Source: an optimization exercise on an open RTL-to-GDS flow (aim: small area). Production flows keep margins and buffers that such runs may drop. The RTL was checked by simulation tests, not by an equivalence proof against the original design. The clock port is modelled as an ideal driver, which makes a skipped or thinned clock tree look cheaper than it is; a real chip needs a root buffer or a tree. Power is estimated from default activity; no workload was simulated.

==> flow/design.v (excerpt) <==
module Uart_Top(Sys_CLK,Sys_RST,Signal_Tx,Signal_Rx);
input Sys_CLK;
input Sys_RST;
input Signal_Rx;
output Signal_Tx;
wire Uart_CE;
wire [7:0]Data_Rx;
wire Err;
wire Fin;
wire Hold;
wire Shift;
Uart_ClkDiv Uart_ClkDiv(.Sys_CLK(Sys_CLK),.Sys_RST(Sys_RST),.Uart_CE(Uart_CE));
Uart_Rx Uart_Rx(.Sys_CLK(Sys_CLK),.RST(Sys_RST),.Uart_CE(Uart_CE),.Signal_Rx(Signal_Rx),.Hold(Hold),.Shift(Shift),
				.Data_Rx(Data_Rx),.Err(Err),.Fin(Fin));
Uart_Tx Uart_Tx(.Sys_CLK(Sys_CLK),.Sys_RST(Sys_RST),.Uart_CE(Uart_CE),.Fin(Fin),.Err_Rx(Err),
				.Data_Rx(Data_Rx),.Hold(Hold),.Shift(Shift),.Signal_Tx(Signal_Tx));
endmodule
For scale: about 51 flip-flops, roughly 2200 sq um of cells after synthesis.
clock: 5.0 ns
lec_check: 0
cap_margin: 20
core_margin: 2
core_utilization: 40
slew_margin: 20
standard.sh (not shown) runs the stock make flow with config.mk's settings and CLKGATE_MAP_FILE= SYNTH_SCRIPT=/design/flow/synth_recipe.tcl, a recipe that flattens the netlist after the stock synthesis.
==> flow/flow/run.sh <==
#!/bin/bash
# Layout flow: the standard flow, except that synthesis maps the logic with an
# area-oriented ABC script (flow/abc_area.script). Synthesis is ORFS's own
# script run from a copy of ORFS's scripts folder in which abc_area.script is
# replaced, with ABC_AREA=1 and without mapping adders to adder cells first, so
# that ABC maps the counters too; registers and names are as in the standard
# synthesis. The steps after synthesis are the standard flow, except that
# clock tree synthesis adds no dummy loads and the ports get buf_1 buffers.
set -euo pipefail
cp -r "$FLOW_HOME/scripts" synth_scripts
cp flow/abc_area.script synth_scripts/abc_area.script
bash standard.sh SCRIPTS_DIR="$PWD/synth_scripts" ABC_AREA=1 ADDER_MAP_FILE= synth > synth.log 2>&1
bash standard.sh "CTS_ARGS=-sink_clustering_enable -repair_clock_nets -dont_use_dummy_load" \
  "BUFFER_PORTS_ARGS=-buffer_cell sky130_fd_sc_hd__buf_1" POST_CTS_TCL="$PWD/flow/post_cts.tcl" > layout.log 2>&1
==> flow/flow/post_cts.tcl <==
# Runs after clock tree synthesis (POST_CTS_TCL). The tree is a root buffer
# driving leaf buffers that drive the registers. The leaf with the fewest
# registers is removed and each of its registers moved to the nearest other
# leaf, and the root, which only drives the leaves, is made a clkbuf_2.
set block [ord::get_db_block]
set clk_net [$block findNet Sys_CLK]
set root ""
foreach it [$clk_net getITerms] {
  if {[$it isInputSignal] && [string match "sky130_fd_sc_hd__clkbuf_*" [[[$it getInst] getMaster] getName]]} {
    set root [$it getInst]
  }
}
if {$root eq ""} { error "post_cts: no root clock buffer" }
set root_out [[$root findITerm X] getNet]
set leaves {}
foreach it [$root_out getITerms] {
  set inst [$it getInst]
  if {$inst ne $root && [string match "sky130_fd_sc_hd__clkbuf_*" [[$inst getMaster] getName]]} {
    lappend leaves $inst
  }
}
puts "post_cts: root [$root getName], [llength $leaves] leaves"
if {[llength $leaves] >= 3} {
  set small ""
  set small_n 1000000
  foreach l $leaves {
    set n [llength [[[$l findITerm X] getNet] getITerms]]
    if {$n < $small_n} { set small $l; set small_n $n }
  }
  set small_net [[$small findITerm X] getNet]
  foreach it [$small_net getITerms] {
    if {[$it getInst] eq $small} { continue }
    set loc [[$it getInst] getLocation]
    set best ""
    set best_d 1e18
    foreach l $leaves {
      if {$l eq $small} { continue }
      set ll [$l getLocation]
      set d [expr {abs([lindex $loc 0] - [lindex $ll 0]) + abs([lindex $loc 1] - [lindex $ll 1])}]
      if {$d < $best_d} { set best $l; set best_d $d }
    }
    $it disconnect
    $it connect [[$best findITerm X] getNet]
  }
  puts "post_cts: removed [$small getName] and moved its [expr {$small_n - 1}] registers"
  [$small findITerm A] disconnect
  [$small findITerm X] disconnect
  odb::dbInst_destroy $small
  odb::dbNet_destroy $small_net
}
$root swapMaster [[ord::get_db] findMaster sky130_fd_sc_hd__clkbuf_2]
detailed_placement
check_placement -verbose
estimate_parasitics -placement
report_clock_min_period
Other scripts of this flow, unchanged in this note and not shown: flow/flow/abc_area.script
Rerun with:
--- a/flow/flow/post_cts.tcl
+++ b/flow/flow/post_cts.tcl
@@ -4 +4 @@
-# leaf, and the root, which only drives the leaves, is made a clkbuf_2.
+# leaf, the leaves are made clkbuf_8 and the root is removed.
@@ -49,0 +50 @@
+  set leaves [lsearch -all -inline -not -exact $leaves $small]
@@ -51 +52,12 @@
-$root swapMaster [[ord::get_db] findMaster sky130_fd_sc_hd__clkbuf_2]
+# Each remaining leaf drives about 17 registers: a clkbuf_8 keeps their clock
+# slew well under the limit.
+foreach l $leaves { $l swapMaster [[ord::get_db] findMaster sky130_fd_sc_hd__clkbuf_8] }
+foreach it [$root_out getITerms] {
+  if {[$it getInst] eq $root} { continue }
+  $it disconnect
+  $it connect $clk_net
+}
+[$root findITerm A] disconnect
+[$root findITerm X] disconnect
+odb::dbInst_destroy $root
+odb::dbNet_destroy $root_out
- CORE_UTILIZATION: 40 -> 60
- GPL_TIMING_DRIVEN: default -> 0
Setup slack loses 0.45 ns.
Cell count drops by a little under a tenth.
Maximum frequency went down by roughly a tenth.
Total power fell by a few percent.
Count of clock-buffer cells in the layout went down by 1.
Cell area decreases slightly.
Die area fell by a quarter to a third.
Synthesized area stays the same.
Sequential share of layout area rose by 1.0 points.
Wire length went down by a few percent.
Global-route usage increases by 6.6 points.
Rerun with:
--- a/flow/flow/post_cts.tcl
+++ b/flow/flow/post_cts.tcl
@@ -4 +4 @@
-# leaf, the leaves are made clkbuf_8 and the root is removed.
+# leaf, and the root is removed.
@@ -50 +49,0 @@
-  set leaves [lsearch -all -inline -not -exact $leaves $small]
@@ -52,3 +50,0 @@
-# Each remaining leaf drives about 17 registers: a clkbuf_8 keeps their clock
-# slew well under the limit.
-foreach l $leaves { $l swapMaster [[ord::get_db] findMaster sky130_fd_sc_hd__clkbuf_8] }
- CORE_UTILIZATION: 60 -> 40
- GPL_TIMING_DRIVEN: 0 -> default
Outcome: The changed run went through all stages and came out clean. Sequential power barely changes. Sequential share of layout area shrinks by 0.90 points. Cell area climbs by 1.6%. Non-clock buffer count came out higher by 2.

---

Uart_Top again, from the RTL that the note above started with.
Settings: LEC_CHECK=0, CAP_MARGIN=20, CORE_MARGIN=2, CORE_UTILIZATION=40, SLEW_MARGIN=20; clock period 5.0 ns.
==> flow/flow/run.sh <==
#!/bin/bash
# Layout flow: the standard flow, except that synthesis maps the logic with an
# area-oriented ABC script (flow/abc_area.script). Synthesis is ORFS's own
# script run from a copy of ORFS's scripts folder in which abc_area.script is
# replaced, with ABC_AREA=1 and without mapping adders to adder cells first, so
# that ABC maps the counters too; registers and names are as in the standard
# synthesis. The steps after synthesis are the standard flow, except that
# clock tree synthesis adds no dummy loads and the ports get buf_1 buffers.
set -euo pipefail
cp -r "$FLOW_HOME/scripts" synth_scripts
cp flow/abc_area.script synth_scripts/abc_area.script
bash standard.sh SCRIPTS_DIR="$PWD/synth_scripts" ABC_AREA=1 ADDER_MAP_FILE= synth > synth.log 2>&1
bash standard.sh "CTS_ARGS=-sink_clustering_enable -repair_clock_nets -dont_use_dummy_load -root_buf sky130_fd_sc_hd__clkbuf_16 -buf_list sky130_fd_sc_hd__clkbuf_4" \
  "BUFFER_PORTS_ARGS=-buffer_cell sky130_fd_sc_hd__buf_1" > layout.log 2>&1
==> flow/flow/abc_area.script <==
strash
&get -n
&st
&deepsyn -T 60
&put
dch -f
amap
topo
Next try:
--- a/flow/flow/run.sh
+++ b/flow/flow/run.sh
@@ -11,4 +11,4 @@
 cp flow/abc_area.script synth_scripts/abc_area.script
 bash standard.sh SCRIPTS_DIR="$PWD/synth_scripts" ABC_AREA=1 ADDER_MAP_FILE= synth > synth.log 2>&1
-bash standard.sh "CTS_ARGS=-sink_clustering_enable -repair_clock_nets -dont_use_dummy_load -root_buf sky130_fd_sc_hd__clkbuf_16 -buf_list sky130_fd_sc_hd__clkbuf_4" \
+bash standard.sh "CTS_ARGS=-sink_clustering_enable -repair_clock_nets -dont_use_dummy_load" \
   "BUFFER_PORTS_ARGS=-buffer_cell sky130_fd_sc_hd__buf_1" > layout.log 2>&1
Routed wire length is about the same.
First-iteration DRC count came out lower by about 22%.
Utilization came out lower by 1.1 points.
Area after synthesis does not change.
Power came out lower by about 13%.
Non-clock buffer count stays the same.
Setup slack gets worse by 14 ps.
Register-to-register slack hardly moves.
Next try:
--- a/flow/flow/run.sh
+++ b/flow/flow/run.sh
@@ -11,4 +11,4 @@
 cp flow/abc_area.script synth_scripts/abc_area.script
 bash standard.sh SCRIPTS_DIR="$PWD/synth_scripts" ABC_AREA=1 ADDER_MAP_FILE= synth > synth.log 2>&1
-bash standard.sh "CTS_ARGS=-sink_clustering_enable -repair_clock_nets -dont_use_dummy_load" \
+bash standard.sh "CTS_ARGS=-sink_clustering_enable -repair_clock_nets -dont_use_dummy_load -sink_clustering_size 17 -sink_clustering_max_diameter 1000 -sink_clustering_levels 1" \
   "BUFFER_PORTS_ARGS=-buffer_cell sky130_fd_sc_hd__buf_1" > layout.log 2>&1
The changed run produced a clean layout.
Sequential cell count does not change.
First-iteration DRC count is unchanged.
Worst hold slack stays the same.
Core utilization does not change.
Via count does not change.

---

Uart_Top, a different RTL version from the one above (not shown whole).
Size in the first run: ~53 flip-flops, ~4 I/O pins, ~2900 um2 of cells after synthesis.
## Uart_Top
module Uart_Top(Sys_CLK,Sys_RST,Signal_Tx,Signal_Rx);
input Sys_CLK;
input Sys_RST;
input Signal_Rx;
output Signal_Tx;
wire Uart_CE;
wire [7:0]Data_Rx;
wire Err;
wire Fin;
wire Hold;
Uart_ClkDiv Uart_ClkDiv(.Sys_CLK(Sys_CLK),.Sys_RST(Sys_RST),.Uart_CE(Uart_CE));
Uart_Rx Uart_Rx(.Sys_CLK(Sys_CLK),.RST(Sys_RST),.Uart_CE(Uart_CE),.Signal_Rx(Signal_Rx),.Hold(Hold),
				.Data_Rx(Data_Rx),.Err(Err),.Fin(Fin));
Uart_Tx Uart_Tx(.Sys_CLK(Sys_CLK),.Sys_RST(Sys_RST),.Uart_CE(Uart_CE),.Fin(Fin),.Err_Rx(Err),
				.Data_Rx(Data_Rx),.Hold(Hold),.Signal_Tx(Signal_Tx));
endmodule
==> flow/config.mk <==
export PLATFORM = sky130hd
export DESIGN_NAME = Uart_Top
export DESIGN_NICKNAME = Uart_Top
export VERILOG_FILES = /design/flow/design.v
export SDC_FILE = /design/flow/constraint.sdc
export NUM_CORES = 4
export LEC_CHECK = 0
export CAP_MARGIN = 20
export CORE_MARGIN = 2
export CORE_UTILIZATION = 40
export SLEW_MARGIN = 20
==> flow/constraint.sdc <==
create_clock -name core_clock -period 5.0 [get_ports {Sys_CLK}]
set_input_delay 1.0000 -clock core_clock [delete_from_list [all_inputs] [get_ports {Sys_CLK}]]
set_output_delay 1.0000 -clock core_clock [all_outputs]
set_load 0.01 [all_outputs]
run.sh (not shown) runs the stock make flow with config.mk's settings and CLKGATE_MAP_FILE= SYNTH_SCRIPT=/design/flow/synth_recipe.tcl, a recipe that flattens the netlist after the stock synthesis.
Stock flow here: none of the scripts above is used.
The baseline completed without violations.
Next try:
- CTS_BUF_LIST: default -> sky130_fd_sc_hd__clkbuf_16
- CTS_CLUSTER_DIAMETER: default -> 500
- CTS_CLUSTER_SIZE: default -> 100
What happened: The changed run ran to the end with no violations. Wire length hardly moves. Non-clock buffer count stays the same. Total power goes up by 13%.

---

## v37
Another version of the RTL of Uart_Top (not shown whole).
Size: roughly 290 cells after synthesis, ~0.0029 sq mm of cells after synthesis.
make LEC_CHECK=0 CAP_MARGIN=20 CORE_MARGIN=2 CORE_UTILIZATION=40 CTS_BUF_LIST=sky130_fd_sc_hd__clkbuf_8 SLEW_MARGIN=20 finish   # period 5.0 ns
Setup changes, v37 to v57
# v37
export LEC_CHECK = 0
export CAP_MARGIN = 20
export CORE_MARGIN = 2
export CORE_UTILIZATION = 40
export CTS_BUF_LIST = sky130_fd_sc_hd__clkbuf_8
export SLEW_MARGIN = 20
create_clock -name core_clock -period 5.0 [get_ports {Sys_CLK}]
# v57
export LEC_CHECK = 0
export CAP_MARGIN = 20
export CORE_MARGIN = 2
export CORE_UTILIZATION = 40
export SLEW_MARGIN = 20
create_clock -name core_clock -period 5.0 [get_ports {Sys_CLK}]
==> flow/flow/run.sh (new file) <==
#!/bin/bash
# Layout flow: the standard flow, except that synthesis maps the logic with an
# area-oriented ABC script (flow/abc_area.script). Synthesis is ORFS's own
# script run from a copy of ORFS's scripts folder in which abc_area.script is
# replaced, with ABC_AREA=1; registers and names are as in the standard
# synthesis. Every step after synthesis is the standard flow.
set -euo pipefail
cp -r "$FLOW_HOME/scripts" synth_scripts
cp flow/abc_area.script synth_scripts/abc_area.script
bash standard.sh SCRIPTS_DIR="$PWD/synth_scripts" ABC_AREA=1 synth > synth.log 2>&1
bash standard.sh > layout.log 2>&1
==> flow/flow/abc_area.script (new file) <==
strash
&get -n
&st
&deepsyn -T 20
&put
dch -f
amap
topo
==> flow/standard.sh (new file) <==
#!/bin/bash
# synth_recipe.tcl (not shown) runs the flow's synth.tcl, then flattens the netlist and writes it again
# the make line also repeats each setting of config.mk as NAME=value (left out here)
make -C /OpenROAD-flow-scripts/flow DESIGN_CONFIG=/design/flow/config.mk WORK_HOME=/design/flow/orfs CLKGATE_MAP_FILE= SYNTH_SCRIPT=/design/flow/synth_recipe.tcl "${@:-finish}"
removed: flow/run.sh
==> run summary <==
- The final layout from v57, which completed every stage, passed the timing, design-rule and antenna checks at the end of the flow.
- Delta(multi-input combinational gate total, v57 - v37) < 0
- On combinational group share of total power, v37 and v57 are basically level.
- In the floorplan summary, v57 is listed with a die area less than that of v37.
- v57 — overall die width 5.1% lower, v37 as reference
- The per-cell routed wire length in v37 is 1.06 times that in v57.
- End point of the critical path: Uart_Rx.Data_Rx[3] -> v57, Uart_Rx.Data_Rx[4] -> v37
## Diff of input files: v19 against v57
==> flow/run.sh (new file) <==
#!/bin/bash
# synth_recipe.tcl (not shown) runs the flow's synth.tcl, then flattens the netlist and writes it again
# the make line also repeats each setting of config.mk as NAME=value (left out here)
make -C /OpenROAD-flow-scripts/flow DESIGN_CONFIG=/design/flow/config.mk WORK_HOME=/design/flow/orfs CLKGATE_MAP_FILE= SYNTH_SCRIPT=/design/flow/synth_recipe.tcl finish
removed: flow/flow/run.sh
removed: flow/flow/abc_area.script
removed: flow/standard.sh
### Flow results
- The final reports for v19 and v57 show fraction of power consumed by sequential logic higher in the former.
- ~same clock insertion delay at the later pin of the skew report in v57 and v19
- v19 vs. v57: total of clock buffers placed in the layout went up by 2.
- Critical path depth in v19 vs v57: down 1
- Looking at fraction of the mapped netlist area in compound gates, v19 sits 1.1 points below v57.
- The design area of v19 exceeds that of v57 by about 8%.
- v19 vs v57: post-placement cell count up by a little under 10%
- Compared to v57, v19 leaves more free space in the core.
- On v19: width of the chip is about 5.4% higher than what v57 gave.
Edits applied to the flow inputs when going from v19 to v22:
==> flow/flow/run.sh (new file) <==
#!/bin/bash
# Layout flow: the standard flow, except that synthesis maps the logic with an
# area-oriented ABC script (flow/abc_area.script). Synthesis is ORFS's own
# script run from a copy of ORFS's scripts folder in which abc_area.script is
# replaced, with ABC_AREA=1 and without mapping adders to adder cells first, so
# that ABC maps the counters too; registers and names are as in the standard
# synthesis. Every step after synthesis is the standard flow.
set -euo pipefail
cp -r "$FLOW_HOME/scripts" synth_scripts
cp flow/abc_area.script synth_scripts/abc_area.script
bash standard.sh SCRIPTS_DIR="$PWD/synth_scripts" ABC_AREA=1 ADDER_MAP_FILE= synth > synth.log 2>&1
bash standard.sh > layout.log 2>&1
==> flow/flow/abc_area.script (new file) <==
strash
&get -n
&st
&deepsyn -T 60
&put
dch -f
amap
topo
==> flow/standard.sh (new file) <==
#!/bin/bash
# synth_recipe.tcl (not shown) runs the flow's synth.tcl, then flattens the netlist and writes it again
# the make line also repeats each setting of config.mk as NAME=value (left out here)
make -C /OpenROAD-flow-scripts/flow DESIGN_CONFIG=/design/flow/config.mk WORK_HOME=/design/flow/orfs CLKGATE_MAP_FILE= SYNTH_SCRIPT=/design/flow/synth_recipe.tcl "${@:-finish}"
removed: flow/run.sh
Findings:
Across v19 and v22, none had a timing, DRC or antenna violation. The cell with the biggest individual delay on the critical path comes out sky130_fd_sc_hd__dfstp_2 in one run and sky130_fd_sc_hd__clkinv_1 in the other, namely in v22 and v19 respectively. Per the comparison of v22 with v19, count of cells along the worst register-to-register path shows an increase of 7; setup slack rose 0.18 ns; critical path depth increased by 7 relative to the old numbers; final worst-path cycle share went down 3.6 points.

==> what the ideal ports hide <==
In the flow no input, the clock included, has a driving cell. The finished layouts below were timed again as built, in two steps.
Step 1, drivers: a clkbuf_16 drives Sys_CLK and a buf_2 each remaining input, both assumed.
Step 2 times the ports against the registers' clock, not the clock port: input delays grow and output delays shrink by t, the midpoint of the rising clock arrivals with the driver on.
Slacks: ideal / step 1 / step 2; pairs: ideal / step 1.
run	shift t [ns]	setup WS [ns]	cell pins on the clock port's net
the first run of note 1	0.355	1.766 / 1.766 / 1.766	1
the second run of note 1	0.195	1.316 / 1.316 / 1.316	3
the third run of note 1	0.199	1.764 / 1.764 / 1.764	3
the first run of note 2	0.308	1.750 / 1.750 / 1.750	1
the second run of note 2	0.318	1.736 / 1.736 / 1.736	1
the third run of note 2	0.318	1.736 / 1.736 / 1.736	1
the first run of note 3	0.335	2.478 / 2.478 / 2.478	1
the second run of note 3	0.317	2.467 / 2.467 / 2.467	1
v37	0.318	1.933 / 1.933 / 1.933	1
v57	0.334	1.927 / 1.927 / 1.927	1
v19	0.317	1.926 / 1.926 / 1.926	1
v22	0.328	2.107 / 2.107 / 2.107	1
After both steps setup and hold are still met in every run listed.
